Context: an optimization exercise on an open-source flow, tuned for small area. The choices shown serve that exercise and are no tape-out recipe.
Function was checked by simulation only, so behaviour that the tests miss may differ from the original.
Power and IR drop assume default switching activity.

==> flow/design.v <==
`timescale 1ns / 1ps
module car_ctrl #(
    parameter [8:0] E_PWR  = 9'd33,   M_PWR  = 9'd511,    
    parameter [9:0] E_MAL  = 10'd274, M_MAL  = 10'd755,   
    parameter [9:0] E_MAB  = 10'd916, M_MAB  = 10'd511,   
    parameter [9:0] E_TRG  = 10'd761, M_TRG  = 10'd143,   
    parameter [9:0] E_MEND = 10'd386, M_MEND = 10'd135,   
    parameter [9:0] E_TL   = 10'd549, M_TL   = 10'd487,   
    parameter [9:0] E_TB   = 10'd808, M_TB   = 10'd895,   
    parameter [9:0] E_BK   = 10'd743, M_BK   = 10'd1019,  
    parameter [9:0] E_FW   = 10'd294, M_FW   = 10'd695,   
    parameter [9:0] E_RC   = 10'd356, M_RC   = 10'd1023,  
    parameter [9:0] M_RCNZ = 10'd511,                     
    parameter [5:0] E_MF   = 6'd8,    M_MF   = 6'd29,     
    parameter [6:0] E_MB   = 7'd9,    M_MB   = 7'd111     
    ) (
    input clk,
    input rst,
    input power,
    input [1:0] mode_selection,
    input man_reverse,
    input man_brake,
    input man_clutch,
    input up,
    input right,
    input left,
    input down,
    input middle,
    input middle_click_reverse,
    input [3:0] detector,  
    output left_light,
    output right_light,
    output [3:0] move_signal,  
    output place_barrier,
    output destroy_barrier,
    output [7:0] seg_en,
    output [7:0] seg_out0,
    output [7:0] seg_out1
    );
    wire [3:0] d = detector;
    reg p_on, p_pr;
    reg [8:0] p_cnt;
    wire brk;
    wire p_done = p_pr & (((p_cnt ^ E_PWR) & M_PWR) == 9'd0);
    always @(posedge clk) begin
        if (rst | brk) begin
            p_on <= 1'b0;
            p_pr <= 1'b0;
        end else begin
            p_on <= p_on ^ p_done;
            p_pr <= ~power & ~p_done;
        end
        p_cnt <= p_pr ? {p_cnt[7:0], ~(p_cnt[8] ^ p_cnt[4])} : 9'd0;
    end
    wire ms0 = mode_selection[0], ms1 = mode_selection[1];
    wire mode_manual = p_on & ~ms0;
    wire mode_semi   = p_on & ms0 & ~ms1;
    wire mode_auto   = p_on & ms0 & ms1;
    localparam M_NS = 2'b00, M_ST = 2'b01, M_MV = 2'b10, M_BRK = 2'b11;
    reg [1:0] m_st;
    reg m_trev;
    assign brk = (m_st == M_BRK);
    reg [1:0] m_next;
    always @(*) begin
        case (m_st)
            M_NS: m_next = (~man_brake & up) ? (man_clutch ? M_ST : M_BRK) : M_NS;
            M_ST: m_next = man_brake ? M_NS : (up & ~man_clutch) ? M_MV : M_ST;
            M_MV: m_next = (m_trev != man_reverse) ? M_BRK : man_brake ? M_NS :
                           (up & ~man_clutch) ? M_MV : M_ST;
            default: m_next = M_BRK;
        endcase
    end
    always @(posedge clk) begin
        m_trev <= man_reverse;
        if (rst | ~mode_manual) m_st <= M_NS;
        else m_st <= m_next;
    end
    localparam T_W = 2'b00, T_L = 2'b01, T_R = 2'b10, T_B = 2'b11;
    reg [1:0] ma_st;
    reg [9:0] ma_cnt;
    reg [1:0] ma_next;
    always @(*) begin
        case (ma_st)
            T_W: case ({left, right, down})
                    3'b100: ma_next = T_L;
                    3'b010: ma_next = T_R;
                    3'b001: ma_next = T_B;
                    default: ma_next = T_W;
                 endcase
            T_B: ma_next = (((ma_cnt ^ E_MAB) & M_MAB) == 10'd0) ? T_W : T_B;
            default: ma_next = (((ma_cnt ^ E_MAL) & M_MAL) == 10'd0) ? T_W : ma_st;
        endcase
    end
    always @(posedge clk) begin
        if (rst | ~ms1) ma_st <= T_W;
        else ma_st <= ma_next;
        ma_cnt <= (ma_st != T_W) ? {ma_cnt[8:0], ~(ma_cnt[9] ^ ma_cnt[6])} : 10'd0;
    end
    wire m_drive = (m_st == M_ST) | (m_st == M_MV);
    wire man_fwd = (m_st == M_MV) & ~man_reverse;
    wire man_bwd = (m_st == M_MV) & man_reverse;
    wire man_tl = m_drive & (ms1 ? (ma_st == T_L) : left);
    wire man_tr = m_drive & (ms1 ? ma_st[1] : right);
    localparam A_W = 4'b0000, A_MD = 4'b0001, A_TF = 4'b0010, A_TL = 4'b0011,
               A_TR = 4'b0100, A_TB = 4'b0101, A_BK = 4'b0110, A_FW = 4'b0111,
               A_TURN = 4'b1000, A_MOV = 4'b1001, A_MFE = 4'b1010,
               A_LOOP = 4'b1100, A_LTL = 4'b1101, A_LTR = 4'b1110, A_LTURN = 4'b1111;
    reg [3:0] a_st;
    wire a_se = (a_st == A_TF) | (a_st == A_TL) | (a_st == A_TR) | (a_st == A_TB) |
                (a_st == A_TURN) | (a_st == A_MOV) | (a_st == A_MFE);
    wire a_l3 = (a_st == A_LTL) | (a_st == A_LTR) | (a_st == A_LTURN);
    localparam S_W = 3'b001, S_TL = 3'b010, S_TR = 3'b011, S_TB = 3'b100,
               S_TURN = 3'b101, S_DM = 3'b110, S_MV = 3'b111, S_ME = 3'b000;
    reg [2:0] s_st;
    reg [1:0] t_st;
    reg [9:0] c;
    reg prev_semi;
    wire force_w = mode_semi & ~prev_semi;
    wire [2:0] s_e = force_w ? S_W : s_st;
    wire [1:0] t_e = force_w ? T_W : t_st;
    wire s_en = mode_semi | a_se;
    wire i_f = mode_semi ? up    : (a_st == A_TF);
    wire i_l = mode_semi ? left  : (a_st == A_TL);
    wire i_r = mode_semi ? right : (a_st == A_TR);
    wire i_b = mode_semi ? down  : (a_st == A_TB);
    wire c99  = ((c ^ E_TRG) & M_TRG) == 10'd0;
    wire c49  = ((c ^ E_MEND) & M_MEND) == 10'd0;
    wire c450 = ((c ^ E_TL) & M_TL) == 10'd0;
    wire c900 = ((c ^ E_TB) & M_TB) == 10'd0;
    wire c750 = ((c ^ E_BK) & M_BK) == 10'd0;
    wire c375 = ((c ^ E_FW) & M_FW) == 10'd0;
    reg [2:0] s_next;
    always @(*) begin
        case (s_e)
            S_W: begin
                if (i_f & ~i_l & ~i_r & ~i_b & ~d[3]) s_next = S_DM;
                else if (~i_f & i_l & ~i_r & ~i_b & ~d[1]) s_next = S_TL;
                else if (~i_f & ~i_l & i_r & ~i_b & ~d[0]) s_next = S_TR;
                else if (~i_f & ~i_l & ~i_r & i_b & ~d[2]) s_next = S_TB;
                else s_next = S_W;
            end
            S_TL, S_TR, S_TB: s_next = c99 ? S_TURN : s_e;
            S_TURN: s_next = (t_e == T_W) ? S_DM : S_TURN;
            S_DM: s_next = (d == 4'b0011) ? S_MV : S_DM;
            S_MV: s_next = (~d[1] | ~d[0] | d[3]) ? S_ME : S_MV;
            default: begin  
                if (c49) begin
                    case (d)
                        4'b1011: s_next = S_TB;
                        4'b1001: s_next = S_TL;
                        4'b1010: s_next = S_TR;
                        default: s_next = S_W;
                    endcase
                end else s_next = S_ME;
            end
        endcase
    end
    wire semi_fwd = (s_e == S_DM) | (s_e == S_MV) | (s_e == S_ME);
    wire loop_own = ~mode_semi;
    wire t_trl = (s_e == S_TL) | (loop_own & (a_st == A_LTL));
    wire t_trr = (s_e == S_TR) | (loop_own & (a_st == A_LTR));
    wire t_trb = (s_e == S_TB);
    wire t_en = s_en | a_l3;
    reg [1:0] t_next;
    always @(*) begin
        case (t_e)
            T_W: case ({t_trl, t_trr, t_trb})
                    3'b100: t_next = T_L;
                    3'b010: t_next = T_R;
                    3'b001: t_next = T_B;
                    default: t_next = T_W;
                 endcase
            T_B: t_next = c900 ? T_W : T_B;
            default: t_next = c450 ? T_W : t_e;
        endcase
    end
    wire c_inc = s_en ? ((s_e == S_TL) | (s_e == S_TR) | (s_e == S_TB) | (s_e == S_TURN) |
                         ((s_e == S_ME) & ~c49))
                      : ((a_st == A_LTL) | (a_st == A_LTR) | (a_st == A_FW) |
                         ((a_st == A_LTURN) & (t_st != T_W)) | ((a_st == A_BK) & ~c750));
    always @(posedge clk) begin
        prev_semi <= mode_semi;
        if (rst | ~s_en) s_st <= S_W;
        else s_st <= s_next;
        if (rst | ~t_en) t_st <= T_W;
        else t_st <= t_next;
        c <= c_inc ? {c[8:0], ~(c[9] ^ c[6])} : 10'd0;
    end
    wire t_tl = (t_e == T_L);
    wire t_tr = t_e[1];
    wire a_act = mode_auto & ~rst;
    reg [3:0] a_next;
    always @(*) begin
        case (a_st)
            A_W: a_next = up ? A_MD : A_W;
            A_MD: begin
                if (~d[0]) a_next = A_TR;
                else if (~d[3]) a_next = A_TF;
                else if (~d[1]) a_next = A_TL;
                else if (~d[2]) a_next = A_TB;
                else a_next = A_W;
            end
            A_TF, A_TL, A_TR, A_TB: a_next = (s_st != S_W) ? A_TURN : a_st;
            A_TURN: a_next = (s_st == S_DM) ? ((d == 4'b0111) ? A_MFE : A_MOV) : A_TURN;
            A_MOV: begin
                if (s_st == S_TB) a_next = A_TURN;
                else if (s_st == S_W) a_next = A_MD;
                else if (near) a_next = A_LOOP;
                else a_next = A_MOV;
            end
            A_MFE: a_next = (s_st == S_W) ? A_BK : (s_st == S_TB) ? A_W : A_MFE;
            A_LOOP: begin
                case (d)
                    4'b0000, 4'b0010, 4'b0110: a_next = A_LTL;
                    4'b0101: a_next = A_LTR;
                    4'b0001, 4'b0011: a_next = A_BK;
                    default: a_next = A_W;
                endcase
            end
            A_LTL, A_LTR: a_next = (t_st != T_W) ? A_LTURN : a_st;
            A_LTURN: a_next = (t_st != T_W) ? A_LTURN : A_BK;
            A_BK: a_next = c750 ? A_FW : A_BK;
            A_FW: a_next = c375 ? A_MD : A_FW;
            default: a_next = A_W;
        endcase
    end
    wire a_fwd = a_se ? semi_fwd : (a_st == A_FW);
    wire a_bwd = (a_st == A_BK);
    wire a_tl = (a_se | a_l3) & t_tl;
    wire a_tr = (a_se | a_l3) & t_tr;
    reg [15:0] x, y, mark_x, mark_y, tmp_x, tmp_y;
    reg [1:0] dir, mark_dir, tmp_dir;
    reg remark, e_mov, trd, trig;
    reg [9:0] rc;
    wire [15:0] dx = x - mark_x;
    wire [15:0] dy = y - mark_y;
    wire near_x = (dx[15:5] == 11'd0) | ((&dx[15:5]) & (|dx[4:0]));
    wire near_y = (dy[15:5] == 11'd0) | ((&dy[15:5]) & (|dy[4:0]));
    wire near = near_x & near_y & (dir == mark_dir);
    wire turn_from = (a_st == A_TL) | (a_st == A_TR) | (a_st == A_TB) | (a_st == A_MOV);
    wire dturn = turn_from & (t_st == T_W);
    reg [1:0] dir_next;
    always @(*) begin
        dir_next = dir;
        if (dturn) begin
            case (s_st)
                S_TL: dir_next = dir - 2'd1;
                S_TR: dir_next = dir + 2'd1;
                S_TB: dir_next = dir + 2'd2;
                default: dir_next = dir;
            endcase
        end
    end
    wire step = a_fwd ^ a_bwd;
    wire plus = a_fwd ^ dir[1];
    wire [15:0] pos = dir[0] ? y : x;
    wire [15:0] pos_n = pos + {{15{~plus}}, 1'b1};
    wire rc1000 = ((rc ^ E_RC) & M_RC) == 10'd0;
    wire cap = e_mov & remark;
    always @(posedge clk) begin
        if (a_act) begin
            if (step & ~dir[0]) x <= pos_n;
            if (step & dir[0])  y <= pos_n;
        end else begin
            x <= 16'd0;
            y <= 16'd0;
        end
        dir <= a_act ? dir_next : 2'd0;
        if (~a_act) remark <= 1'b0;
        else if (((a_st == A_W) & up) | ((a_st == A_FW) & c375)) remark <= 1'b1;
        else if ((a_st == A_MOV) & (s_st == S_W)) remark <= 1'b0;
        e_mov <= a_act & (a_st == A_TURN) & (s_st == S_DM) & (d != 4'b0111);
        trd <= ~rst & cap;
        if (cap) begin
            tmp_x <= x;
            tmp_y <= y;
            tmp_dir <= dir;
        end
        if (a_act & ((|(rc & M_RCNZ)) | trd) & ~rc1000) rc <= {rc[8:0], ~(rc[9] ^ rc[6])};
        else rc <= 10'd0;
        trig <= a_act & rc1000;
        if (~a_act) begin
            mark_x <= 16'h4000;
            mark_y <= 16'h4000;
            mark_dir <= 2'd0;
        end else if (trig) begin
            mark_x <= tmp_x;
            mark_y <= tmp_y;
            mark_dir <= tmp_dir;
        end
        if (rst | ~mode_auto) a_st <= A_W;
        else a_st <= a_next;
    end
    wire move_forward  = mode_semi ? semi_fwd : mode_auto ? a_fwd : (mode_manual & man_fwd);
    wire move_backward = mode_auto ? a_bwd : (mode_manual & man_bwd);
    wire turn_left     = mode_semi ? t_tl : mode_auto ? a_tl : (mode_manual & man_tl);
    wire turn_right    = mode_semi ? t_tr : mode_auto ? a_tr : (mode_manual & man_tr);
    assign move_signal = {move_forward, move_backward, turn_left, turn_right};
    assign place_barrier = mode_auto ? (a_st == A_FW) : (mode_manual & middle & ~middle_click_reverse);
    assign destroy_barrier = mode_manual & middle & middle_click_reverse;
    reg [3:0] en;
    always @(posedge clk) begin
        if (rst) en <= 4'b0000;
        else if (en == 4'b0000) en <= 4'b1000;
        else en <= en >> 1;
    end
    reg [3:0] l_q;
    reg l_div, l_left, l_right;
    wire l_end = en[0] & (l_q == 4'b1000);    
    wire stay = (m_st == M_ST);
    always @(posedge clk) begin
        if (rst) begin
            l_div <= 1'b0;
            l_q <= 4'd0;
        end else begin
            if (l_end) l_div <= ~l_div;
            if (en[0]) l_q <= {l_q[2:0], ~(l_q[3] ^ l_q[2])};
        end
        if (rst) {l_left, l_right} <= 2'b00;
        else if (l_end & ~l_div) begin
            case ({stay, turn_left, turn_right})
                3'b100, 3'b111: {l_left, l_right} <= 2'b11;
                3'b110, 3'b010: {l_left, l_right} <= {~l_left, 1'b0};
                3'b101, 3'b001: {l_left, l_right} <= {1'b0, ~l_right};
                default: {l_left, l_right} <= 2'b00;
            endcase
        end
    end
    assign left_light = l_left;
    assign right_light = l_right;
    reg [5:0] f_cnt;
    reg [6:0] b_cnt;
    reg [15:0] mile;
    reg [2:0] carry;
    wire f45 = ((f_cnt ^ E_MF) & M_MF) == 6'd0;
    wire b91 = ((b_cnt ^ E_MB) & M_MB) == 7'd0;
    wire off = ~p_on;
    wire m_inc = (move_forward & f45) | (move_backward & b91);
    wire [3:0] k0 = off ? 4'd0 : mile[3:0];
    wire [3:0] k1 = off ? 4'd0 : mile[7:4];
    wire [3:0] k2 = off ? 4'd0 : mile[11:8];
    wire [3:0] k3 = off ? 4'd0 : mile[15:12];
    wire w0 = m_inc & k0[3] & k0[0];
    wire w1 = carry[0] & k1[3] & k1[0];
    wire w2 = carry[1] & k2[3] & k2[0];
    wire w3 = carry[2] & k3[3] & k3[0];
    always @(posedge clk) begin
        if (off) begin
            f_cnt <= 6'd0;
            b_cnt <= 7'd0;
        end else if (move_forward) begin
            f_cnt <= f45 ? 6'd0 : {f_cnt[4:0], ~(f_cnt[5] ^ f_cnt[4])};
        end else if (move_backward) begin
            b_cnt <= b91 ? 7'd0 : {b_cnt[5:0], ~(b_cnt[6] ^ b_cnt[5])};
        end
        if (rst) begin
            carry <= 3'b0;
            mile <= 16'd0;
        end else begin
            carry <= {w2, w1, w0};
            mile[3:0]   <= w0 ? 4'd0 : k0 + {3'd0, m_inc};
            mile[7:4]   <= w1 ? 4'd0 : k1 + {3'd0, carry[0]};
            mile[11:8]  <= w2 ? 4'd0 : k2 + {3'd0, carry[1]};
            mile[15:12] <= w3 ? 4'd0 : k3 + {3'd0, carry[2]};
        end
    end
    assign seg_en = {en, p_on ? en : 4'b0000};
    wire [1:0] mode = {p_on & ms0, p_on & ~(ms1 & ms0)};
    reg [7:0] txt1, txt0;
    always @(*) begin
        case (mode)
            2'b00: begin txt1 = 8'b1000_1110; txt0 = 8'b1000_1110; end  
            2'b01: begin txt1 = 8'b0110_1110; txt0 = 8'b1110_1110; end  
            2'b10: begin txt1 = 8'b1110_1110; txt0 = 8'b0111_1100; end  
            default: begin txt1 = 8'b1011_0110; txt0 = 8'b1001_1110; end  
        endcase
    end
    assign seg_out0 = ({8{en[2] & ~p_on}} & 8'b1111_1100) | ({8{en[1]}} & txt1) | ({8{en[0]}} & txt0);
    wire show3 = en[3] & (|mile[15:12]);
    wire show2 = en[2] & (|mile[15:8]);
    wire [3:0] dig = ({4{en[3]}} & mile[15:12]) | ({4{en[2]}} & mile[11:8]) |
                     ({4{en[1]}} & mile[7:4]) | ({4{en[0]}} & mile[3:0]);
    wire show = show3 | show2 | en[1] | en[0];
    reg [6:0] seg;
    always @(*) begin
        case (dig)
            4'd0: seg = 7'b1111_110;
            4'd1: seg = 7'b0110_000;
            4'd2: seg = 7'b1101_101;
            4'd3: seg = 7'b1111_001;
            4'd4: seg = 7'b0110_011;
            4'd5: seg = 7'b1011_011;
            4'd6: seg = 7'b1011_111;
            4'd7: seg = 7'b1110_000;
            4'd8: seg = 7'b1111_111;
            default: seg = 7'b1111_011;
        endcase
    end
    assign seg_out1 = {{7{show}} & seg, en[1]};
endmodule
==> flow/flow/run.sh <==
#!/bin/bash
# Standard ORFS layout (the standard.sh) with three changes:
#  - synthesis restructures and maps logic with an area-oriented ABC script
#    (flow/abc.script: &deepsyn, then &nf area recovery)
#    and without Yosys's full/half-adder extraction (ADDER_MAP_FILE empty);
#  - port buffers are sky130_fd_sc_hd__buf_1.
# Registers, floorplan, power grid, placement, CTS and routing are as in
# the standard flow. Each step's log is under orfs/logs; make's output goes
# to flow_make.log in the work folder.
set -euo pipefail
W=$PWD
rm -rf "$W/scripts_local"
cp -r "$FLOW_HOME/scripts" "$W/scripts_local"
cp "$W/flow/abc.script" "$W/scripts_local/abc_speed.script"
bash "$W/standard.sh" SCRIPTS_DIR="$W/scripts_local" ADDER_MAP_FILE= \
  "BUFFER_PORTS_ARGS=-buffer_cell sky130_fd_sc_hd__buf_1" finish > "$W/flow_make.log" 2>&1
==> flow/flow/abc.script <==
strash
&get -n
&deepsyn -I 4 -J 50
&put
strash
&get -n
&dch -f
&nf -R 1000
&put
topo
dnsize
==> flow/standard.sh <==
#!/bin/bash
# synth_recipe.tcl (not shown) runs the flow's synth.tcl, then flattens the netlist and writes it again
# the make line also repeats each setting of config.mk as NAME=value (left out here)
make -C /OpenROAD-flow-scripts/flow DESIGN_CONFIG=/design/flow/config.mk WORK_HOME=/design/flow/orfs CLKGATE_MAP_FILE= SYNTH_SCRIPT=/design/flow/synth_recipe.tcl "${@:-finish}"
==> flow/config.mk <==
export PLATFORM = sky130hd
export DESIGN_NAME = car_ctrl
export DESIGN_NICKNAME = car_ctrl
export VERILOG_FILES = /design/flow/design.v
export SDC_FILE = /design/flow/constraint.sdc
export NUM_CORES = 4
export LEC_CHECK = 0
export CAP_MARGIN = 20
export CORE_MARGIN = 2
export CORE_UTILIZATION = 40
export CTS_BUF_LIST = sky130_fd_sc_hd__clkbuf_16
export CTS_CLUSTER_DIAMETER = 100
export CTS_CLUSTER_SIZE = 24
export SLEW_MARGIN = 20
==> flow/constraint.sdc <==
create_clock -name core_clock -period 10.0 [get_ports {clk}]
set_input_delay 2.0000 -clock core_clock [delete_from_list [all_inputs] [get_ports {clk}]]
set_output_delay 2.0000 -clock core_clock [all_outputs]
set_load 0.01 [all_outputs]
==> results of run 1 <==
## Yosys cell counts (4+ instances only)
master	n	area, sq um
dfxtp_1	171	3420
nor2_1	108	405
nand2_1	79	297
a21oi_1	74	370
o21ai_0	66	330
a22o_1	49	429
clkinv_1	40	150
nor2b_1	40	250
edfxtp_1	34	1020
xnor2_1	30	263
and2_0	29	181
nor3_1	25	125
and3_1	22	138
nand2b_1	20	125
nand3_1	20	100
xor2_1	20	175
a22oi_1	12	90.1
a31oi_1	12	75.1
a211oi_1	10	75.1
nand3b_1	10	75.1
nor4_1	10	62.6
or2_0	10	62.6
nand4_1	8	50.1
a21o_1	7	52.6
a32o_1	7	70.1
buf_4	6	45.0
nor4b_1	6	52.6
o22ai_1	6	37.5
or3_1	6	37.5
nand4b_1	5	43.8
nor3b_1	5	37.5
o21a_1	5	37.5
o31ai_1	5	37.5
maj3_1	4	40.0
o211ai_1	4	30.0
o311ai_0	4	35.0
## worst paths after layout
path,endpoint,depth (start not counted)
worst min register to register,p_cnt[2],1
worst max-delay path,move_signal[3],10
worst min-delay path,p_cnt[2],1
worst max register to register,x[15],20
## flip-flops by register name, indices dropped and copies added (netlist names), 4 cells and up
signal and count:
mark_x 16, mark_y 16, mile 16, tmp_x 16
tmp_y 16, x 16, y 16, c 10
ma_cnt 10, rc 10, p_cnt 9, b_cnt 7
f_cnt 6, a_st 4, en 4, l_q 4
## cell usage in the layout, fill, tap and decap left out, types with 12 or more instances in the layout
cell type	count
clkbuf_16	14
nor2b_1	40
o21ai_0	66
nand3_1	20
edfxtp_1	34
xnor2_1	30
a21oi_1	74
nor2_1	106
nor3_1	25
a22oi_1	12
and3_1	22
nand2b_1	20
a31oi_1	12
a22o_1	49
buf_1	48
nand2_1	79
clkinv_1	40
xor2_1	20
and2_0	27
dfxtp_1	171
## cell type report
type                            instances  area [sq um]  area share, %
Inverter                               40           150           1.48
Timing Repair Buffer                   54           225           2.22
Multi-Input combinational cell        763          4600           45.3
Clock buffer                           14           350           3.45
Tap cell                              285           357           3.51
Clock inverter                          5          23.8          0.234
Sequential cell                       205          4440           43.8
## logic make-up after synthesis
| logic type | after synthesis | share of synthesized area [%] |
|---|---|---|
| AOI/OAI and AO/OA | 295 | 21.4 |
| xor gates and xnor gates | 50 | 4.74 |
| adders and majority gates | 4 | 0.434 |
| buffers and inverters | 46 | 2.11 |
| DFF | 205 | 48.1 |
| muxes | 4 | 0.447 |
| other | 1 | 0.0406 |
| and+or+nand+nor | 409 | 22.7 |
## report_power, final
group          switching [mW]  leakage [nW]  internal (mW)
registers             0.00456          1.63          0.838
clock network           0.271         0.198          0.254
logic                  0.0201          1.66         0.0104
## through the flow
step	total power [mW]	cells	hold slack, ns
finish	1.40	1366	0.454
global route	1.45	1366	0.463
CTS	1.42	1366	0.460
detailed placement	0.892	1347	0.444
global placement	0.892	1347	0.436
floorplan	0.877	1014	0.422
## routing by layer
| metal | part of all wire [%] | track usage (%) |
|---|---|---|
| met1 | 48 | 23.6 |
| met2 | 46 | 29.6 |
| met3 | 3.9 | 2.19 |
| met4 | 1.5 | 3.93 |
| met5 | 0 | 0 |
## worst max-delay path, stage by stage
cell and delay (ns):
buf_1 0.32, nand2_1 0.18, or2_0 0.37, nor2_1 0.28, a21oi_1 0.13, o21ai_0 0.15, nor2_1 0.12, a221o_1 0.40
and2_0 0.25, buf_1 0.18
==> metrics.md, run 1 <==
| Metric | Value |
|---|---|
| Finished Cell Area | 10,200 sq um |
| Final wirelength | 21,000 um |
| Die area | 24,300 sq um |
| Clk latency of the worst-skew pair | 0.47 ns |
| Pwr per Cell Area | 138 nW/um^2 |
| Clk root buf | clkbuf_16 |
| DP Area | 9780 sq um |
| RSZ-0062 raised after global routing | false |
| Largest net degree at the start of global routing | 36 |
| Post-synth EDFFs | 34 |
| Clk buf depth | 3 |
| H-tree levels | 1 |
| Ys flop type | dfxtp_1 |
| Ant diodes | 0 |
| DR iter-0 viols | 455 |
| YS warnings | 1 |
| Area growth, synth to finish | 9.93% |
| Max Fclk | 0.156 GHz |
| Kind of end point of the critical path | output port |
| Data required time of the critical path | 8.00 ns |
| Vias | roughly 7,600 |
| Drt first pass iters | 5 |
| HPWL Detailed | between 10,000 and 15,000 um |
| Nets | 1,094 |
| HP Start | p_cnt[1] |
| Chip Width | 156 um |
| Cts hold-fix bufs | 0 |
| Leak pwr | 3.48 nW |
| Seq/Total Area, Yosys | 48.1% |
| Resized cells post-CTS | 0 |
| Share of layout cells above drive strength 1 | 2.22% |
| GP Congestion | 0.908 |
| Worst path arrival time | 4.40 ns |
| Netlist cell types | 64 |
| Slew Limit Headroom | 35.9% |
| I/O Pins | 50 |
| Post-Syn Area per Cell | around 9 sq um |
| Status | no timing/DRC/antenna violations |
| Async S/R FF share, synth | 0% |
| Vias per inst | approximately 5.6 |
| Setup TNS | 0 ns |
| Port Buf Inserts | 48 |
| Syn Std Cell Area | 9230 sq um |
| Setup slack, reg-to-reg | 5.24 ns |
| Crit path time final | 6.40 ns |
| Worst-Margin Slew | a little under 1 ns |
| Worst-path clk slew | 0.09 ns |
| Row Count | 55 |
| Worst VDD drop | 0.114 mV |
| Crit path launch type | primary input |
| CTS tree | yes |
| #FFs+latches synth | 205 |
| Die height | between 150 and 200 um |
| Dpl ws | 3.52 ns |
| Setup CP Type | primary input to output port |
| Hold Crit Class | flip-flop to flip-flop |
| Drt drc | 0 |
| Clock sink total | 205 |
| Tot GR Track Use | 17.4% |
| Core ar. | roughly 23,000 sq um |
| Final core utilization | 44.8% |
| Vias in the first global route | ~7,200 |
| CTS Buf Count | 12 |
| Fin crit share | 64.0% |
| Setup violations, final | 0 |
| First-pass GRT wire length | ~35,000 um |
| Final slew viol count | 0 |
| Initial Utilization | between 40% and 50% |
| Peak fanout along the critical path | 10 |
| Wire length per cell | around 15 um |
| Congestion Overflow GR | 0 |
| Crit path from | mode_selection[0] |
| Initial antenna violation count | 0 |
| Worst R2R Start | p_on |
| Post-DRT Antenna Nets | 0 |
| Fillers | between 2,000 and 2,500 |
| Post-Route Skew | 0.0211 ns |
| Max cap viols | 0 |
| Final setup margin | 3.60 ns |
| Final Hold Viols | 0 |
| Post-Syn Instances | 1,014 |
| Setup Fix Bufs, Post-CTS | 0 |
| Syn Nets | around 1,000 |
==> run 2, diff against run 1 <==
--- a/flow/config.mk
+++ b/flow/config.mk
@@ -11,4 +11,4 @@
 export CTS_BUF_LIST = sky130_fd_sc_hd__clkbuf_16
 export CTS_CLUSTER_DIAMETER = 100
-export CTS_CLUSTER_SIZE = 24
+export CTS_CLUSTER_SIZE = 30
 export SLEW_MARGIN = 20
==> metrics.md, run 2 <==
| Metric | Value |
|---|---|
| DR iter-0 viols | 429 (-5.7%) |
| Port Buf Inserts | 48 (unchanged) |
| Tot GR Track Use | 17.3% (about the same) |
| Clk latency of the worst-skew pair | 0.47 ns (about the same) |
| Most frequent cells in the layout | dfxtp_1, nor2_1, nand2_1 |
| First-pass GRT wire length | 35,200 um (+0.31%) |
| Kind of end point of the critical path | output port |
| Synth area leader | dfxtp_1 |
| Final wirelength | 21,000 um (-0.20%) |
| Ys flop type | dfxtp_1 |
| Clk buf depth | 3 (unchanged) |
| GP Congestion | 0.908 (unchanged) |
| Largest cells by area after synthesis | dfxtp_1, edfxtp_1, a22o_1, nor2_1, a21oi_1 |
| Chip Width | 156 um (unchanged) |
| Async S/R FF share, synth | 0% (unchanged) |
| Share of layout cells above drive strength 1 | 2.13% (-0.089 points) |
| Worst Hold End | ma_cnt[5] |
| Hold WS | 0.460 ns (+0.00595 ns) |
| Syn Nets | 1,032 (unchanged) |
| HP Start | ma_cnt[4] |
| Synth top area share | 37.1% (unchanged) |
| Wire length per cell | 15.4 um (about the same) |
| H-tree levels | 1 (unchanged) |
| Ant diodes | 0 (unchanged) |
| Post-synth EDFFs | 34 (unchanged) |
| Top cells by count, synth | dfxtp_1, nor2_1, nand2_1 |
| Vias in the first global route | 7,170 (-0.14%) |
| Setup slack, reg-to-reg | 5.21 ns (-0.03 ns) |
| RSZ-0062 raised after global routing | false |
| Fillers | 2,221 (+0.23%) |
| Post-Syn Area per Cell | 9.11 sq um (unchanged) |
| Slew Limit Headroom | 36.6% (+0.69 points) |
| Final setup margin | 3.59 ns (-0.0190 ns) |
| Clk root buf | clkbuf_16 |
| Pwr per Cell Area | 135 nW/um^2 (-2.0%) |
| Post-DRT Antenna Nets | 0 (unchanged) |
| Seq/Total Area, Yosys | 48.1% (unchanged) |
| Critical path's slowest cell | a221o_1 |
| Worst R2R Start | a_st[2] |
| Worst VDD drop | 0.130 mV (+13%) |
| Most frequent cell after synthesis | dfxtp_1 |
| Die area | 24,300 sq um (unchanged) |
| Fin crit share | 64.1% (+0.19 points) |
| Final slew viol count | 0 (unchanged) |
| Drt first pass iters | 6 (+1) |
| Cts hold-fix bufs | 0 (unchanged) |
| Setup violations, final | 0 (unchanged) |
| Crit path cell chain | buf_1 > nand2_1 > or2_0 > nor2_1 > a21oi_1 > o21ai_0 > nor2_1 > a221o_1 > and2_0 > buf_1 |
| Status | no timing/DRC/antenna violations |
| Core ar. | 22,600 sq um (unchanged) |
| Setup CP Type | primary input to output port |
| Congestion Overflow GR | 0 (unchanged) |
| Netlist cell types | 64 (unchanged) |
| Drt drc | 0 (unchanged) |
| Initial Utilization | 40.8% (unchanged) |
| Vias per inst | 5.55 (-0.14%) |
| Dpl ws | 3.52 ns (unchanged) |
| YS warnings | 1 (unchanged) |
| Synth Area in Compound Gates | 21.4% (unchanged) |
| Post-Route Skew | 0.0297 ns (+0.00853 ns) |
| Commonest non-fill, non-tap cell in the layout | dfxtp_1 |
| Clock sink total | 205 (unchanged) |
| Post-Synth Adder-Cell Area | 0.434% (unchanged) |
| Largest net degree at the start of global routing | 36 (unchanged) |
| Max cap viols | 0 (unchanged) |
| Crit path launch type | primary input |
| Post-synthesis xor/xnor area fraction | 4.74% (unchanged) |
| Worst path arrival time | 4.41 ns (about the same) |
| Worst R2R Path Depth | 17 (-15%) |
| Resized cells post-CTS | 0 (unchanged) |
| #FFs+latches synth | 205 (unchanged) |
| Setup TNS | 0 ns (unchanged) |
| Peak fanout along the critical path | 10 (unchanged) |
| Post-Syn Instances | 1,014 (unchanged) |
| Worst-Margin Slew | 0.951 ns (-0.0104 ns) |
| Nets | 1,093 (-0.091%) |
| Crit path time final | 6.41 ns (+0.0190 ns) |
| Leak pwr | 3.46 nW (-0.75%) |
| Synth Area in Simple Gates | 22.7% (unchanged) |
| Row Count | 55 (unchanged) |
| Hold Crit Class | flip-flop to flip-flop |
| Vias | 7,569 (-0.29%) |
| Final core utilization | 44.6% (-0.19 points) |
| Area growth, synth to finish | 9.47% |
| CTS Buf Count | 11 (-1) |
| Power, Total | 1.36 mW (-2.4%) |
| Die height | 156 um (unchanged) |
| Multiplexer share of the synthesized area | 0.447% (unchanged) |
| Data required time of the critical path | 8.00 ns (about the same) |
| Setup Fix Bufs, Post-CTS | 0 (unchanged) |
| HPWL Detailed | 14,700 um (unchanged) |
| I/O Pins | 50 (unchanged) |
| Main combinational cell family by area after synthesis | simple AND/OR/NAND/NOR gates |
| Hold path cells | 1 (unchanged) |
| R2r endpoint | x[15] |
| Crit path from | mode_selection[0] |
| Max Fclk | 0.156 GHz (-0.30%) |
| Final Hold Viols | 0 (unchanged) |
| Syn Std Cell Area | 9230 sq um (unchanged) |
| Crit-path max cell delay | 0.41 ns (about the same) |
| CTS tree | yes |
| Initial antenna violation count | 0 (unchanged) |
| Worst-path clk slew | 0.10 ns (about the same) |
[run 2: cell counts after synthesis]
Identical to the previous run, type by type.
[run 2: how the worst max path moves through the flow]
stage	end	cells past startpoint
after floorplan	move_signal[3]	8
after global placement	x[15]	20
after detailed placement	x[15]	20
after CTS	move_signal[3]	10
after global routing	move_signal[3]	10
final	move_signal[3]	10
[run 2: cells by family after synthesis]
logic type | count (synthesis)
muxes | 4
xor gates and xnor gates | 50
AOI/OAI and AO/OA | 295
adders and majority gates | 4
buffers and inverters | 46
DFF | 205
other | 1
and+or+nand+nor | 409
[run 2: per-stage QoR]
stage | cells | cell area [sq um]
finish | 1364 | 10100
global route | 1364 | 10100
CTS | 1364 | 10100
detailed placement | 1347 | 9780
global placement | 1347 | 9780
floorplan | 1014 | 9230
[run 2: worst max-delay path, delay by kind of cell]
family | cells | cell delay, ns
compound gates | 3 | 0.69
buf+inv | 2 | 0.50
simple gates | 5 | 1.23
[run 2: per-layer routing]
metal | track usage [%] | wire length [um]
met2 | 29.5 | 9700
met5 | 0 | 0
met1 | 23.8 | 10200
met3 | 1.86 | 758
met4 | 4.06 | 300
[run 2: area by class of cell]
cell class	instances	area (sq um)	share of cell area, %
clock buffers	11	275	2.72
clock inverters	6	56.3	0.557
inverters	40	150	1.49
multi-input cells	763	4600	45.5
flip-flops and latches	205	4440	44.0
well taps	285	357	3.53
repair buffers	54	225	2.23
[run 2: where the power goes]
group | switching (mW) | total (mW) | internal [mW]
combinational | 0.0202 | 0.0306 | 0.0105
sequential | 0.00449 | 0.842 | 0.838
clock | 0.279 | 0.491 | 0.212
total | 0.303 | 1.36 | 1.06
==> run 3, diff against run 2 <==
--- a/flow/config.mk
+++ b/flow/config.mk
@@ -12,3 +12,5 @@
 export CTS_CLUSTER_DIAMETER = 100
 export CTS_CLUSTER_SIZE = 30
+export GPL_ROUTABILITY_DRIVEN = 0
+export GPL_TIMING_DRIVEN = 0
 export SLEW_MARGIN = 20
==> metrics.md, run 3 <==
| Metric | Value |
|---|---|
| Worst VDD drop | 0.0887 mV (-32%) |
| Resized cells post-CTS | 0 (unchanged) |
| Pwr per Cell Area | 131 nW/um^2 (-3.0%) |
| Final Hold Viols | 0 (unchanged) |
| Max cap viols | 0 (unchanged) |
| Ant diodes | 0 (unchanged) |
| Setup slack, reg-to-reg | 4.72 ns (-0.49 ns) |
| Largest net degree at the start of global routing | 34 (-5.6%) |
| CTS tree | yes |
| Top cells by count, synth | dfxtp_1, nor2_1, nand2_1 |
| CP endpoint | move_signal[3] |
| Data required time of the critical path | 8.00 ns (about the same) |
| #FFs+latches synth | 205 (unchanged) |
| Most frequent cells in the layout | dfxtp_1, nor2_1, nand2_1 |
| Congestion Overflow GR | 0 (unchanged) |
| Vias in the first global route | 7,121 (-0.68%) |
| Port Buf Inserts | 48 (unchanged) |
| First-pass GRT wire length | 35,000 um (-0.53%) |
| Netlist cell types | 64 (unchanged) |
| Nets | 1,096 (+0.27%) |
| Fin crit share | 68.6% (+4.4 points) |
| Dpl ws | 3.02 ns (-0.499 ns) |
| HPWL Detailed | 14,500 um (-1.1%) |
| Kind of end point of the critical path | output port |
| Final setup margin | 3.14 ns (-0.444 ns) |
| Crit path buffers/inverters | 3 (+1) |
| Post-Syn Area per Cell | 9.11 sq um (unchanged) |
| Syn Nets | 1,032 (unchanged) |
| Worst-Margin Slew | 0.991 ns (+0.0402 ns) |
| Die height | 156 um (unchanged) |
| RSZ-0062 raised after global routing | false |
| Clk latency of the worst-skew pair | 0.47 ns (about the same) |
| DR iter-0 viols | 594 (+38%) |
| Worst R2R Start | p_on |
| Clk buf depth | 3 (unchanged) |
| Max Fclk | 0.146 GHz (-6.5%) |
| Worst-path clk slew | 0.11 ns (about the same) |
| Slew Limit Headroom | 33.7% (-2.9 points) |
| Clk root buf | clkbuf_16 |
| Worst path arrival time | 4.86 ns (+0.45 ns) |
| Setup Fix Bufs, Post-CTS | 0 (unchanged) |
| Row Count | 55 (unchanged) |
| CP Depth | 11 (+1) |
| Post-synth EDFFs | 34 (unchanged) |
| Commonest non-fill, non-tap cell in the layout | dfxtp_1 |
| YS warnings | 1 (unchanged) |
| Setup TNS | 0 ns (unchanged) |
| CTS Buf Count | 10 (-1) |
| Crit-path leading delay family | simple AND/OR/NAND/NOR gates |
| Ys flop type | dfxtp_1 |
| Async S/R FF share, synth | 0% (unchanged) |
| Initial antenna violation count | 0 (unchanged) |
| Critical path's slowest cell | or2_0 |
| Crit path time final | 6.86 ns (+0.444 ns) |
| Most frequent cell after synthesis | dfxtp_1 |
| Crit path from | mode_selection[0] |
| Post-Syn Instances | 1,014 (unchanged) |
| Crit path launch type | primary input |
| Status | no timing/DRC/antenna violations |
| Cts hold-fix bufs | 0 (unchanged) |
| Share of layout cells above drive strength 1 | 2.50% (+0.36 points) |
| H-tree levels | 1 (unchanged) |
| Clock sink total | 205 (unchanged) |
| Core ar. | 22,600 sq um (unchanged) |
| Syn Std Cell Area | 9230 sq um (unchanged) |
| Initial Utilization | 40.8% (unchanged) |
| Drt first pass iters | 5 (-1) |
| Crit-path max cell delay | 0.44 ns (+0.03 ns) |
| Area growth, synth to finish | 10.2% |
| Setup CP Type | primary input to output port |
| Final wirelength | 20,600 um (-1.8%) |
| I/O Pins | 50 (unchanged) |
| Post-Route Skew | 0.00965 ns (-0.0200 ns) |
| Crit path cell chain | buf_1 > nand2_1 > or2_0 > nor2_1 > a21oi_1 > o21ai_0 > nor2_1 > a221o_1 > and2_0 > buf_4 > buf_1 |
| Chip Width | 156 um (unchanged) |
| Synth area leader | dfxtp_1 |
| Final slew viol count | 0 (unchanged) |
| Die area | 24,300 sq um (unchanged) |
| Vias | 7,561 (-0.11%) |
| R2r endpoint | x[15] |
| Post-DRT Antenna Nets | 0 (unchanged) |
| Synth top area share | 37.1% (unchanged) |
| Worst R2R Path Depth | 19 (+2) |
| Largest cells by area after synthesis | dfxtp_1, edfxtp_1, a22o_1, nor2_1, a21oi_1 |
| Setup violations, final | 0 (unchanged) |
| Seq/Total Area, Yosys | 48.1% (unchanged) |
| Wire length per cell | 15.1 um (-2.0%) |
| Vias per inst | 5.53 (-0.32%) |
| Tot GR Track Use | 17.1% (-0.23 points) |
| Peak fanout along the critical path | 10 (unchanged) |
| Leak pwr | 3.48 nW (+0.73%) |
| Hold Crit Class | flip-flop to flip-flop |
| Drt drc | 0 (unchanged) |
-- run 3: cell counts after synthesis --
Identical to the previous run, type by type.
-- run 3: logic make-up (layout without fill, tap and decap cells) --
family | Yosys count | after routing | share of synthesized area (%)
XOR/XNOR | 50 | 50 | 4.74
AO/OA/AOI/OAI | 295 | 295 | 21.4
AND/OR/NAND/NOR | 409 | 409 | 22.7
flip-flops | 205 | 205 | 48.1
other | 1 | 1 | 0.0406
multiplexers | 4 | 4 | 0.447
buffers and inverters | 46 | 114 | 2.11
adder cells (fa/ha/maj) | 4 | 4 | 0.434
-- run 3: per-stage QoR --
stage                     hold slack (ns)  total power, mW  utilization [%]  area [sq um]  instances
final                               0.466             1.33             44.9         10200       1367
after CTS                           0.466             1.35             44.9         10200       1367
after detailed placement            0.439            0.892             43.6          9880       1351
after global routing                0.483             1.38             44.9         10200       1367
after floorplan                     0.422            0.877                -          9230       1014
after global placement              0.435            0.891             43.2          9770       1347
-- run 3: layer usage --
metal / routed length [um] / vias to the layer above / GRT usage (%)
met1: 10300 / 3547 / 24.3
met2: 9290 / 147 / 27.8
met3: 812 / 22 / 2.11
met5: 0 / - / 0
li1: - / 3845 / -
met4: 228 / 0 / 4.24
-- run 3: final cells by class --
class	instances	area, sq um
repair buffers	52	263
fillers	2158	12500
inverters	40	150
multi-input cells	763	4620
clock inverters	5	20.0
plain buffers	6	45.0
flip-flops and latches	205	4440
clock buffers	11	275
well taps	285	357
-- run 3: how the worst min path moves through the flow --
stage | startpoint | to | cells after the start
2_1_floorplan | p_cnt[5] | p_cnt[6] | 1
3_3_place_gp | p_cnt[5] | p_cnt[6] | 1
3_5_place_dp | ma_cnt[3] | ma_cnt[4] | 1
4_1_cts | ma_cnt[3] | ma_cnt[4] | 1
5_1_grt | ma_cnt[3] | ma_cnt[4] | 1
6_report | ma_cnt[3] | ma_cnt[4] | 1
-- run 3: report_power, final --
| part | switching [mW] | leakage, nW | total [mW] | internal, mW |
|---|---|---|---|---|
| logic | 0.0198 | 1.70 | 0.0307 | 0.0109 |
| clock network | 0.257 | 0.157 | 0.458 | 0.201 |
| registers | 0.00435 | 1.63 | 0.842 | 0.838 |
-- run 3: worst register-to-register path: cells and delay by family (launching register included) --
family | cells | cell delay, ns
DFF | 1 | 0.50
AOI/OAI and AO/OA | 8 | 1.77
and+or+nand+nor | 11 | 2.94
==> run 4, diff against run 3 <==
--- a/flow/config.mk
+++ b/flow/config.mk
@@ -8,9 +8,8 @@
 export CAP_MARGIN = 20
 export CORE_MARGIN = 2
-export CORE_UTILIZATION = 40
+export CORE_UTILIZATION = 65
 export CTS_BUF_LIST = sky130_fd_sc_hd__clkbuf_16
 export CTS_CLUSTER_DIAMETER = 100
 export CTS_CLUSTER_SIZE = 30
-export GPL_ROUTABILITY_DRIVEN = 0
-export GPL_TIMING_DRIVEN = 0
+export PLACE_DENSITY = 0.75
 export SLEW_MARGIN = 20
==> metrics.md, run 4 <==
| Metric | Value |
|---|---|
| Synth top area share | 37.1% (unchanged) |
| Leak pwr | 3.44 nW (-1.2%) |
| Clock sink total | 205 (unchanged) |
| Setup violations, final | 0 (unchanged) |
| Multiplexer share of the synthesized area | 0.447% (unchanged) |
| H-tree levels | 1 (unchanged) |
| Cell total after placement | 1,242 (-8.1%) |
| Clk buf depth | 3 (unchanged) |
| Wire length per cell | 15.8 um (+5.0%) |
| Peak fanout along the critical path | 10 (unchanged) |
| Critical path's slowest cell | a221o_1 |
| Tot GR Track Use | 26.2% (+9.1 points) |
| Largest cells by area after synthesis | dfxtp_1, edfxtp_1, a22o_1, nor2_1, a21oi_1 |
| Dpl ws | 3.59 ns (+0.569 ns) |
| Data required time of the critical path | 8.00 ns (about the same) |
| Worst VDD drop | 0.163 mV (+83%) |
| Drt drc | 0 (unchanged) |
| Post-synth EDFFs | 34 (unchanged) |
| Vias per inst | 6.07 (+9.7%) |
| Worst-path clk slew | 0.10 ns (about the same) |
| Crit path cell chain | buf_1 > nand2_1 > or2_0 > nor2_1 > a21oi_1 > o21ai_0 > nor2_1 > a221o_1 > and2_0 > buf_1 |
| Max Fclk | 0.156 GHz (+6.8%) |
| CTS tree | yes |
| Setup TNS | 0 ns (unchanged) |
| Post-Route Skew | 0.0204 ns (+0.0108 ns) |
| Cts hold-fix bufs | 0 (unchanged) |
| Slew Limit Headroom | 40.8% (+7.0 points) |
| Synth Area in Simple Gates | 22.7% (unchanged) |
| Final setup margin | 3.58 ns (+0.437 ns) |
| #FFs+latches synth | 205 (unchanged) |
| Power, Total | 1.32 mW (-0.75%) |
| Async S/R FF share, synth | 0% (unchanged) |
| Hold Crit Class | flip-flop to flip-flop |
| Setup Fix Bufs, Post-CTS | 0 (unchanged) |
| Resized cells post-CTS | 0 (unchanged) |
| Area growth, synth to finish | 7.71% |
| Congestion Overflow GR | 0 (unchanged) |
| YS warnings | 1 (unchanged) |
| Synth area leader | dfxtp_1 |
| Post-synthesis xor/xnor area fraction | 4.74% (unchanged) |
| Post-DRT Antenna Nets | 0 (unchanged) |
| Largest net degree at the start of global routing | 36 (+5.9%) |
| DP Area | 9650 sq um (-2.4%) |
| Fin cells | 1,259 (-7.9%) |
| RSZ-0062 raised after global routing | false |
| Post-Syn Instances | 1,014 (unchanged) |
| Pwr per Cell Area | 133 nW/um^2 (+1.5%) |
| Max cap viols | 0 (unchanged) |
| Ys flop type | dfxtp_1 |
| Clk latency of the worst-skew pair | 0.47 ns (about the same) |
| Post-Synth Adder-Cell Area | 0.434% (unchanged) |
| Port Buf Inserts | 48 (unchanged) |
| Netlist cell types | 64 (unchanged) |
| Final wirelength | 19,900 um (-3.3%) |
| Share of layout cells above drive strength 1 | 1.95% (-0.55 points) |
| Chip Width | 123 um (-21%) |
| Drt first pass iters | 5 (unchanged) |
| Commonest non-fill, non-tap cell in the layout | dfxtp_1 |
| CTS Buf Count | 10 (unchanged) |
| Most frequent cell after synthesis | dfxtp_1 |
| Met2 WL | 9340 um (+0.53%) |
| Wire length on met1 | 9250 um (-10%) |
| Row Count | 43 (-22%) |
| Worst path arrival time | 4.42 ns (-0.44 ns) |
| Core ar. | 13,900 sq um (-39%) |
| Syn Std Cell Area | 9230 sq um (unchanged) |
| Crit-path max cell delay | 0.38 ns (-0.06 ns) |
| Initial antenna violation count | 1 (+1) |
| Final Hold Viols | 0 (unchanged) |
| Seq/Total Area, Yosys | 48.1% (unchanged) |
| Setup CP Type | primary input to output port |
| Initial Utilization | 66.5% (+26 points) |
| Finished Cell Area | 9950 sq um (-2.2%) |
| Crit path buffers/inverters | 2 (-1) |
| Clk root buf | clkbuf_16 |
| Status | no timing/DRC/antenna violations |
| Final slew viol count | 0 (unchanged) |
| Top cells by count, synth | dfxtp_1, nor2_1, nand2_1 |
| First-pass GRT wire length | 32,400 um (-7.4%) |
| Post-Syn Area per Cell | 9.11 sq um (unchanged) |
| Crit-path leading delay family | simple AND/OR/NAND/NOR gates |
| I/O Pins | 50 (unchanged) |
| Fin crit share | 64.2% (-4.4 points) |
| HPWL Detailed | 14,000 um (-3.4%) |
| Top layer in use | met4 |
| Die area | 15,200 sq um (-38%) |
| Worst-Margin Slew | 0.888 ns (-0.103 ns) |
| Main combinational cell family by area after synthesis | simple AND/OR/NAND/NOR gates |
| Die height | 123 um (-21%) |
| GP Congestion | roughly 0.95 |
| Vias | 7,640 (+1.0%) |
| Nets | 1,092 (-0.36%) |
| Kind of end point of the critical path | output port |
| Vias in the first global route | 6,801 (-4.5%) |
| WL met3 | 987 um (+22%) |
| Most frequent cells in the layout | dfxtp_1, nor2_1, nand2_1 |
| Syn Nets | 1,032 (unchanged) |
| Synth Area in Compound Gates | 21.4% (unchanged) |
| Crit path time final | 6.42 ns (-0.437 ns) |
| Fillers | 1,120 (-48%) |
| Crit path launch type | primary input |
| DR iter-0 viols | 690 (+16%) |
==> run 4: worst paths after layout <==
check / from / endpoint / slack [ns] / cells past startpoint
max reg2reg: p_on / x[15] / 5.20 / 20
max: mode_selection[0] / move_signal[3] / 3.58 / 10
min: rc[3] / rc[4] / 0.46 / 1
min reg2reg: rc[3] / rc[4] / 0.46 / 1
==> run 4: report_power, final <==
part	total [mW]	internal [mW]	leakage (nW)	switching [mW]
registers	0.842	0.838	1.63	0.00445
logic	0.0304	0.0105	1.66	0.0199
clock network	0.448	0.201	0.157	0.247
==> run 4: metal layers <==
metal  track usage, %  vias up
met2             43.8      197
met4             5.82        0
met5                0        -
li1                 -     3846
met1             36.2     3564
met3             3.64       33
==> run 4: cell families (layout without fill, tap and decap cells) <==
logic type	Yosys count	in the layout
buffers and inverters	46	110
DFF	205	205
adders and majority gates	4	4
AOI/OAI and AO/OA	295	295
and+or+nand+nor	409	409
other	1	2
muxes	4	4
xor gates and xnor gates	50	50
==> run 4: final cells by class <==
class,instances,area [sq um],area share [%]
diodes,1,2.50,0.0252
clock buffers,11,275,2.77
clock inverters,5,22.5,0.226
inverters,40,150,1.51
multi-input cells,763,4600,46.3
flip-flops and latches,205,4440,44.7
well taps,180,225,2.26
repair buffers,54,225,2.26
==> run 4: per-stage QoR <==
| stage | util [%] | hold WS [ns] |
|---|---|---|
| 2_1_floorplan | - | 0.422 |
| 3_3_place_gp | 69.5 | 0.431 |
| 3_5_place_dp | 69.5 | 0.442 |
| 4_1_cts | 71.6 | 0.462 |
| 5_1_grt | 71.6 | 0.483 |
| 6_report | 71.7 | 0.461 |
==> run 4: worst register-to-register path: stages, from the launching register on <==
cell and delay, ns:
dfxtp_1 0.32, buf_4 0.18, nand2_1 0.15, or2_0 0.35, nor2_1 0.17, a21oi_1 0.27
o21ai_0 0.19, nor2_1 0.26, a21o_1 0.18, nor2b_1 0.39, o21a_1 0.23, nand2_1 0.13
a2111o_1 0.35, or3_1 0.38, or2_0 0.25, nor4_1 0.29, nor2_1 0.07, a21oi_1 0.19
nor2b_1 0.19, o21ai_0 0.09, a21oi_1 0.12
==> run 5, diff against run 4 <==
--- a/flow/flow/run.sh
+++ b/flow/flow/run.sh
@@ -14,3 +14,4 @@
 cp "$W/flow/abc.script" "$W/scripts_local/abc_speed.script"
 bash "$W/standard.sh" SCRIPTS_DIR="$W/scripts_local" ADDER_MAP_FILE= \
-  "BUFFER_PORTS_ARGS=-buffer_cell sky130_fd_sc_hd__buf_1" finish > "$W/flow_make.log" 2>&1
+  "BUFFER_PORTS_ARGS=-buffer_cell sky130_fd_sc_hd__buf_1" \
+  "CTS_ARGS=-sink_clustering_enable -repair_clock_nets -sink_clustering_size 30 -sink_clustering_max_diameter 100 -buf_list sky130_fd_sc_hd__clkbuf_16 -dont_use_dummy_load" finish > "$W/flow_make.log" 2>&1
--- a/flow/config.mk
+++ b/flow/config.mk
@@ -8,8 +8,7 @@
 export CAP_MARGIN = 20
 export CORE_MARGIN = 2
-export CORE_UTILIZATION = 65
+export CORE_UTILIZATION = 40
 export CTS_BUF_LIST = sky130_fd_sc_hd__clkbuf_16
 export CTS_CLUSTER_DIAMETER = 100
 export CTS_CLUSTER_SIZE = 30
-export PLACE_DENSITY = 0.75
 export SLEW_MARGIN = 20
==> metrics.md, run 5 <==
| Metric | Value |
|---|---|
| Tot GR Track Use | 17.3% (-8.8 points) |
| Most frequent cells in the layout | dfxtp_1, nor2_1, nand2_1 |
| Clk buf depth | 3 (unchanged) |
| Max Fclk | 0.156 GHz (+0.28%) |
| Pwr per Cell Area | 132 nW/um^2 (-0.59%) |
| Post-Synth Adder-Cell Area | 0.434% (unchanged) |
| Initial antenna violation count | 0 (-1) |
| Worst-path clk slew | 0.08 ns (-0.02 ns) |
| Die area | 24,300 sq um (+60%) |
| Chip Width | 156 um (+27%) |
| HPWL Detailed | 14,700 um (+4.7%) |
| Post-Syn Area per Cell | 9.11 sq um (unchanged) |
| Vias per inst | 5.58 (-8.1%) |
| Top Usage Layer GRT | met2 |
| Port Buf Inserts | 48 (unchanged) |
| Switch Pwr | 0.280 mW (+3.2%) |
| Post-synth EDFFs | 34 (unchanged) |
| Most frequent cell after synthesis | dfxtp_1 |
| Congestion Overflow GR | 0 (unchanged) |
| Slew Limit Headroom | 35.5% (-5.2 points) |
| Met1 Usage GRT | 23.8% (-12 points) |
| Vias | 7,576 (-0.84%) |
| Initial Utilization | 40.8% (-26 points) |
| RSZ-0062 raised after global routing | false |
| Netlist cell types | 64 (unchanged) |
| Final slew viol count | 0 (unchanged) |
| CTS Buf Count | 11 (+1) |
| GP Congestion | 0.908 (-4.5%) |
| Nets | 1,093 (+0.092%) |
| Main combinational cell family by area after synthesis | simple AND/OR/NAND/NOR gates |
| Worst path arrival time | 4.40 ns (-0.02 ns) |
| Met2 GRT Util | 29.5% (-14 points) |
| Die height | 156 um (+27%) |
| Sequential Power Share | 63.5% (-0.3 points) |
| Clk pwr share | 34.2% (+0.3 points) |
| Post-Route Skew | 0.0534 ns (+0.0329 ns) |
| Post-Syn Instances | 1,014 (unchanged) |
| Final Hold Viols | 0 (unchanged) |
| Row Count | 55 (+28%) |
| Max cap viols | 0 (unchanged) |
| Ys flop type | dfxtp_1 |
| CTS tree | yes |
| Wire length per cell | 15.4 um (-2.5%) |
| Post-synthesis xor/xnor area fraction | 4.74% (unchanged) |
| Worst VDD drop | 0.105 mV (-35%) |
| Async S/R FF share, synth | 0% (unchanged) |
| Final core utilization | 44.4% (-27 points) |
| Fillers | 2,227 (+99%) |
| Syn Std Cell Area | 9230 sq um (unchanged) |
| Area growth, synth to finish | 8.86% |
| Hold Crit Class | flip-flop to flip-flop |
| Sw Ratio | 21.1% (+0.55 points) |
| H-tree levels | 1 (unchanged) |
| Resized cells post-CTS | 0 (unchanged) |
| Clk root buf | clkbuf_16 |
| Leak pwr | 3.42 nW (-0.62%) |
| YS warnings | 1 (unchanged) |
| Synth area leader | dfxtp_1 |
| Syn Nets | 1,032 (unchanged) |
| Crit path time final | 6.40 ns (-0.0182 ns) |
| Int Power | 1.05 mW (-0.22%) |
| Worst-Margin Slew | 0.967 ns (+0.0783 ns) |
| Setup CP Type | primary input to output port |
| Data required time of the critical path | 8.00 ns (about the same) |
| Vias in the first global route | 7,161 (+5.3%) |
| Clk latency of the worst-skew pair | 0.47 ns (about the same) |
| Clock sink total | 205 (unchanged) |
| Post-DRT Antenna Nets | 0 (unchanged) |
| #FFs+latches synth | 205 (unchanged) |
| Ant diodes | 0 (-1) |
| Share of layout cells above drive strength 1 | 1.86% (-0.084 points) |
| Final setup margin | 3.60 ns (+0.0182 ns) |
| Cts hold-fix bufs | 0 (unchanged) |
| Peak fanout along the critical path | 10 (unchanged) |
| Met3 usage | 1.86% (-1.8 points) |
| Crit path launch type | primary input |
| Seq/Total Area, Yosys | 48.1% (unchanged) |
| Fin crit share | 64.0% (-0.18 points) |
| Largest cells by area after synthesis | dfxtp_1, edfxtp_1, a22o_1, nor2_1, a21oi_1 |
| Power, Total | 1.33 mW (+0.48%) |
| Drt first pass iters | 5 (unchanged) |
| DR iter-0 viols | 394 (-43%) |
| Setup violations, final | 0 (unchanged) |
| Status | no timing/DRC/antenna violations |
| First-pass GRT wire length | 35,200 um (+8.5%) |
| Drt drc | 0 (unchanged) |
| Commonest non-fill, non-tap cell in the layout | dfxtp_1 |
| Setup Fix Bufs, Post-CTS | 0 (unchanged) |
| Comb pwr share | 2.3% (about the same) |
| Hold WS | 0.436 ns (-0.0249 ns) |
| Final wirelength | 21,000 um (+5.1%) |
| Synth Area in Compound Gates | 21.4% (unchanged) |
| Largest net degree at the start of global routing | 36 (unchanged) |
| Multiplexer share of the synthesized area | 0.447% (unchanged) |
| Setup TNS | 0 ns (unchanged) |
| Core ar. | 22,600 sq um (+63%) |
| Top cells by count, synth | dfxtp_1, nor2_1, nand2_1 |
| Dpl ws | 3.52 ns (-0.0701 ns) |
| Synth Area in Simple Gates | 22.7% (unchanged) |
| I/O Pins | 50 (unchanged) |
| Synth top area share | 37.1% (unchanged) |
| Kind of end point of the critical path | output port |
## run 5: cell counts after synthesis
Identical to the previous run, type by type.
## run 5: path summary, 6_finish.rpt
path | from | endpoint | slack, ns | cells after the start
max | mode_selection[0] | move_signal[3] | 3.60 | 10
min | ma_cnt[4] | ma_cnt[5] | 0.44 | 1
max reg2reg | p_on | x[15] | 5.23 | 20
min reg2reg | ma_cnt[4] | ma_cnt[5] | 0.44 | 1
## run 5: worst max-delay path, stage by stage
cell and delay (ns):
buf_1 0.32, nand2_1 0.18, or2_0 0.37, nor2_1 0.28, a21oi_1 0.13, o21ai_0 0.15
nor2_1 0.13, a221o_1 0.40, and2_0 0.25, buf_1 0.18
## run 5: through the flow
step,cell area (sq um),std cells
after floorplan,9230,1014
after global placement,9780,1347
after detailed placement,9780,1347
after CTS,10100,1358
after global routing,10100,1358
final,10100,1358
## run 5: power groups by stage
stage / clock [mW] / combinational (mW) / sequential [mW]
3_5_place_dp: 0 / 0.0306 / 0.861
2_1_floorplan: 0 / 0.0169 / 0.860
4_1_cts: 0.469 / 0.0307 / 0.843
5_1_grt: 0.499 / 0.0339 / 0.843
6_report: 0.454 / 0.0306 / 0.843
3_3_place_gp: 0 / 0.0305 / 0.861
## run 5: cells by family (layout without fill, tap and decap cells)
kind of cell    Yosys count  after routing
flops                   205            205
compound gates          295            295
buf+inv                  46            105
simple gates            409            409
xor+xnor                 50             50
other cells               1              1
mux                       4              4
fa+ha+maj                 4              4
## run 5: metal layers
metal	share of wire, %	up-vias
met5	0	-
met4	1.4	0
met3	4.1	29
met2	46	155
met1	48	3543
li1	-	3849
## run 5: area by class of cell
class / count / area, sq um / share of cell area (%)
Clock buffer: 11 / 275 / 2.74
Inverter: 40 / 150 / 1.49
Multi-Input combinational cell: 763 / 4600 / 45.8
Sequential cell: 205 / 4440 / 44.2
Tap cell: 285 / 357 / 3.55
Timing Repair Buffer: 54 / 225 / 2.24
==> run 6, diff against run 5 <==
--- a/flow/flow/run.sh
+++ b/flow/flow/run.sh
@@ -15,3 +15,3 @@
 bash "$W/standard.sh" SCRIPTS_DIR="$W/scripts_local" ADDER_MAP_FILE= \
   "BUFFER_PORTS_ARGS=-buffer_cell sky130_fd_sc_hd__buf_1" \
-  "CTS_ARGS=-sink_clustering_enable -repair_clock_nets -sink_clustering_size 30 -sink_clustering_max_diameter 100 -buf_list sky130_fd_sc_hd__clkbuf_16 -dont_use_dummy_load" finish > "$W/flow_make.log" 2>&1
+  "CTS_ARGS=-sink_clustering_enable -repair_clock_nets -sink_clustering_size 30 -sink_clustering_max_diameter 100 -buf_list sky130_fd_sc_hd__clkbuf_16 -dont_use_dummy_load -root_buf sky130_fd_sc_hd__clkbuf_4 -tree_buf sky130_fd_sc_hd__clkbuf_4" finish > "$W/flow_make.log" 2>&1
==> metrics.md, run 6 <==
| Metric | Value |
|---|---|
| Seq/Total Area, Yosys | 48.1% (unchanged) |
| Vias | 7,580 (+0.053%) |
| HPWL Detailed | 14,700 um (unchanged) |
| DR iter-0 viols | 426 (+8.1%) |
| Vias per inst | 5.58 (about the same) |
| Leak pwr | 3.40 nW (-0.68%) |
| Kind of end point of the critical path | output port |
| Drt first pass iters | 5 (unchanged) |
| Synth top area share | 37.1% (unchanged) |
| Most frequent cells in the layout | dfxtp_1, nor2_1, nand2_1 |
| Met1 Usage GRT | 23.7% (-0.035 points) |
| Congestion Overflow GR | 0 (unchanged) |
| R2r endpoint | x[15] |
| Crit-path max cell delay | 0.40 ns (about the same) |
| Crit path time final | 6.41 ns (+0.00503 ns) |
| Post-synth EDFFs | 34 (unchanged) |
| Final Hold Viols | 0 (unchanged) |
| Async S/R FF share, synth | 0% (unchanged) |
| Area growth, synth to finish | 8.32% |
| Met3 usage | 2.00% (+0.14 points) |
| Finished Cell Area | 10,000 sq um (-0.50%) |
| Critical path's slowest cell | a221o_1 |
| Post-Syn Instances | 1,014 (unchanged) |
| Syn Nets | 1,032 (unchanged) |
| #FFs+latches synth | 205 (unchanged) |
| Post-Syn Area per Cell | 9.11 sq um (unchanged) |
| CTS Buf Count | 11 (unchanged) |
| Syn Std Cell Area | 9230 sq um (unchanged) |
| Clk buf depth | 3 (unchanged) |
| Cts hold-fix bufs | 0 (unchanged) |
| Fillers | 2,237 (+0.45%) |
| Final wirelength | 21,000 um (about the same) |
| Chip Width | 156 um (unchanged) |
| Post-DRT Antenna Nets | 0 (unchanged) |
| Clock sink total | 205 (unchanged) |
| H-tree levels | 1 (unchanged) |
| Synth Area in Simple Gates | 22.7% (unchanged) |
| Most frequent cell after synthesis | dfxtp_1 |
| Tot GR Track Use | 17.4% (+0.036 points) |
| Largest net degree at the start of global routing | 36 (unchanged) |
| CP endpoint | move_signal[3] |
| Die area | 24,300 sq um (unchanged) |
| Worst path arrival time | 4.41 ns (about the same) |
| Crit path from | mode_selection[0] |
| Hold WS | 0.440 ns (+0.00382 ns) |
| Worst-Margin Slew | 0.967 ns (-0.0000501 ns) |
| Clk latency of the worst-skew pair | 0.61 ns (+0.14 ns) |
| Hold path cells | 1 (unchanged) |
| Synth Area in Compound Gates | 21.4% (unchanged) |
| Post-Route Skew | 0.0658 ns (+0.0124 ns) |
| Pwr per Cell Area | 128 nW/um^2 (-3.0%) |
| Fin crit share | 64.1% (about the same) |
| Post-Synth Adder-Cell Area | 0.434% (unchanged) |
| Peak fanout along the critical path | 10 (unchanged) |
| Multiplexer share of the synthesized area | 0.447% (unchanged) |
| Met2 GRT Util | 29.5% (unchanged) |
| Commonest non-fill, non-tap cell in the layout | dfxtp_1 |
| Resized cells post-CTS | 0 (unchanged) |
| Clk root buf | clkbuf_4 |
| Share of layout cells above drive strength 1 | 1.86% (unchanged) |
| First-pass GRT wire length | 35,200 um (about the same) |
| Wire length per cell | 15.4 um (about the same) |
| Port Buf Inserts | 48 (unchanged) |
| Drt drc | 0 (unchanged) |
| Fin cells | 1,359 (+0.074%) |
| Initial Utilization | 40.8% (unchanged) |
| Max Fclk | 0.156 GHz (about the same) |
| Netlist cell types | 64 (unchanged) |
| DP Area | 9780 sq um (unchanged) |
| Initial antenna violation count | 1 (+1) |
| RSZ-0062 raised after global routing | false |
| Worst R2R Path Depth | 20 (unchanged) |
| Setup violations, final | 0 (unchanged) |
| Row Count | 55 (unchanged) |
| Worst VDD drop | 0.105 mV (+0.10%) |
| Synth area leader | dfxtp_1 |
| Vias in the first global route | 7,159 (-0.028%) |
| Data required time of the critical path | 8.00 ns (about the same) |
| Ys flop type | dfxtp_1 |
| Worst-path clk slew | 0.08 ns (about the same) |
| I/O Pins | 50 (unchanged) |
| Hold Crit Class | flip-flop to flip-flop |
| Crit path launch type | primary input |
| Core ar. | 22,600 sq um (unchanged) |
| Largest cells by area after synthesis | dfxtp_1, edfxtp_1, a22o_1, nor2_1, a21oi_1 |
| Top Usage Layer GRT | met2 |
| Status | no timing/DRC/antenna violations |
| CTS tree | yes |
| Setup Fix Bufs, Post-CTS | 0 (unchanged) |
| Final slew viol count | 0 (unchanged) |
| GP Congestion | 0.908 (unchanged) |
| Post-synthesis xor/xnor area fraction | 4.74% (unchanged) |
| Cell total after placement | 1,347 (unchanged) |
| Main combinational cell family by area after synthesis | simple AND/OR/NAND/NOR gates |
| Nets | 1,093 (unchanged) |
| Die height | 156 um (unchanged) |
| YS warnings | 1 (unchanged) |
| Crit path cell chain | buf_1 > nand2_1 > or2_0 > nor2_1 > a21oi_1 > o21ai_0 > nor2_1 > a221o_1 > and2_0 > buf_1 |
| Setup slack, reg-to-reg | 5.23 ns (about the same) |
| Slew Limit Headroom | 35.6% (about the same) |
| Setup CP Type | primary input to output port |
| Worst R2R Start | p_on |
| Top cells by count, synth | dfxtp_1, nor2_1, nand2_1 |
| Setup TNS | 0 ns (unchanged) |
| Max cap viols | 0 (unchanged) |
==> run 6: cell count changes in the layout (fill, tap and decap cells not counted) <==
cell | before | now
clkbuf_16 | 11 | 8
clkbuf_4 | 0 | 3
diode_2 | 0 | 1
==> run 6: power by group <==
group          switching, mW  internal [mW]  leakage, nW
logic                 0.0202         0.0105         1.66
registers            0.00449          0.838         1.63
clock network          0.251          0.157        0.112
==> run 6: cell type report <==
cell class              instances  area (sq um)  area share (%)
diodes                          1          2.50          0.0250
clock buffers                  11           223            2.23
inverters                      40           150            1.50
multi-input cells             763          4600            46.0
flip-flops and latches        205          4440            44.4
well taps                     285           357            3.57
repair buffers                 54           225            2.25
==> run 6: worst max-delay path, delay by kind of cell <==
family,cells,cell delay (ns)
simple gates,5,1.22
compound gates,3,0.68
buf+inv,2,0.50
==> run 6: worst min path at each step <==
stage / startpoint / slack (ns) / endpoint
floorplan: p_cnt[5] / 0.42 / p_cnt[6]
global placement: p_cnt[0] / 0.44 / p_cnt[1]
detailed placement: p_cnt[0] / 0.44 / p_cnt[1]
CTS: ma_cnt[4] / 0.44 / ma_cnt[5]
global route: ma_cnt[4] / 0.46 / ma_cnt[5]
finish: ma_cnt[4] / 0.44 / ma_cnt[5]
==> run 6: through the flow <==
step                      utilization, %  worst slack [ns]  total power, mW
after floorplan                        -              4.38            0.877
after global placement              43.2              3.68            0.892
after detailed placement            43.2              3.52            0.892
after CTS                           44.2              3.57             1.30
after global routing                44.2              3.35             1.33
final                               44.2              3.59             1.28
==> run 6: cells by family (layout without fill, tap and decap cells) <==
kind of cell	after synthesis	after routing
adder cells (fa/ha/maj)	4	4
flip-flops	205	205
multiplexers	4	4
AND/OR/NAND/NOR	409	409
other	1	2
AO/OA/AOI/OAI	295	295
XOR/XNOR	50	50
buffers and inverters	46	105
==> run 6: metal layers <==
| layer | routed length [um] | part of all wire (%) | up-vias |
|---|---|---|---|
| li1 | - | - | 3855 |
| met1 | 10100 | 48 | 3539 |
| met5 | 0 | 0 | - |
| met4 | 337 | 1.6 | 0 |
| met2 | 9690 | 46 | 152 |
| met3 | 827 | 3.9 | 34 |

## static timing again, ports no longer ideal
The flow's constraints put no driver on any port. The routed layouts listed below were extracted and timed again, unchanged, in two steps. Step 1 sets driving cells, clkbuf_16 on the clock port and buf_2 on the other inputs (assumed; they add their load-dependent delay and slew). Step 2 also shifts input and output timing later by t, the mid clock arrival at the registers, as if the neighbouring blocks saw the same clock. Three values: no drivers, after step 1, after step 2; two values: the first two.
run	t (ns)	setup slack, ns
run 1	0.508	3.604 / 3.581 / 3.468
run 2	0.504	3.585 / 3.562 / 3.478
run 3	0.509	3.141 / 3.120 / 2.997
run 4	0.501	3.578 / 3.554 / 3.457
run 5	0.491	3.596 / 3.573 / 3.493
run 6	0.621	3.591 / 3.568 / 3.493
After both steps every run listed still meets setup and hold.
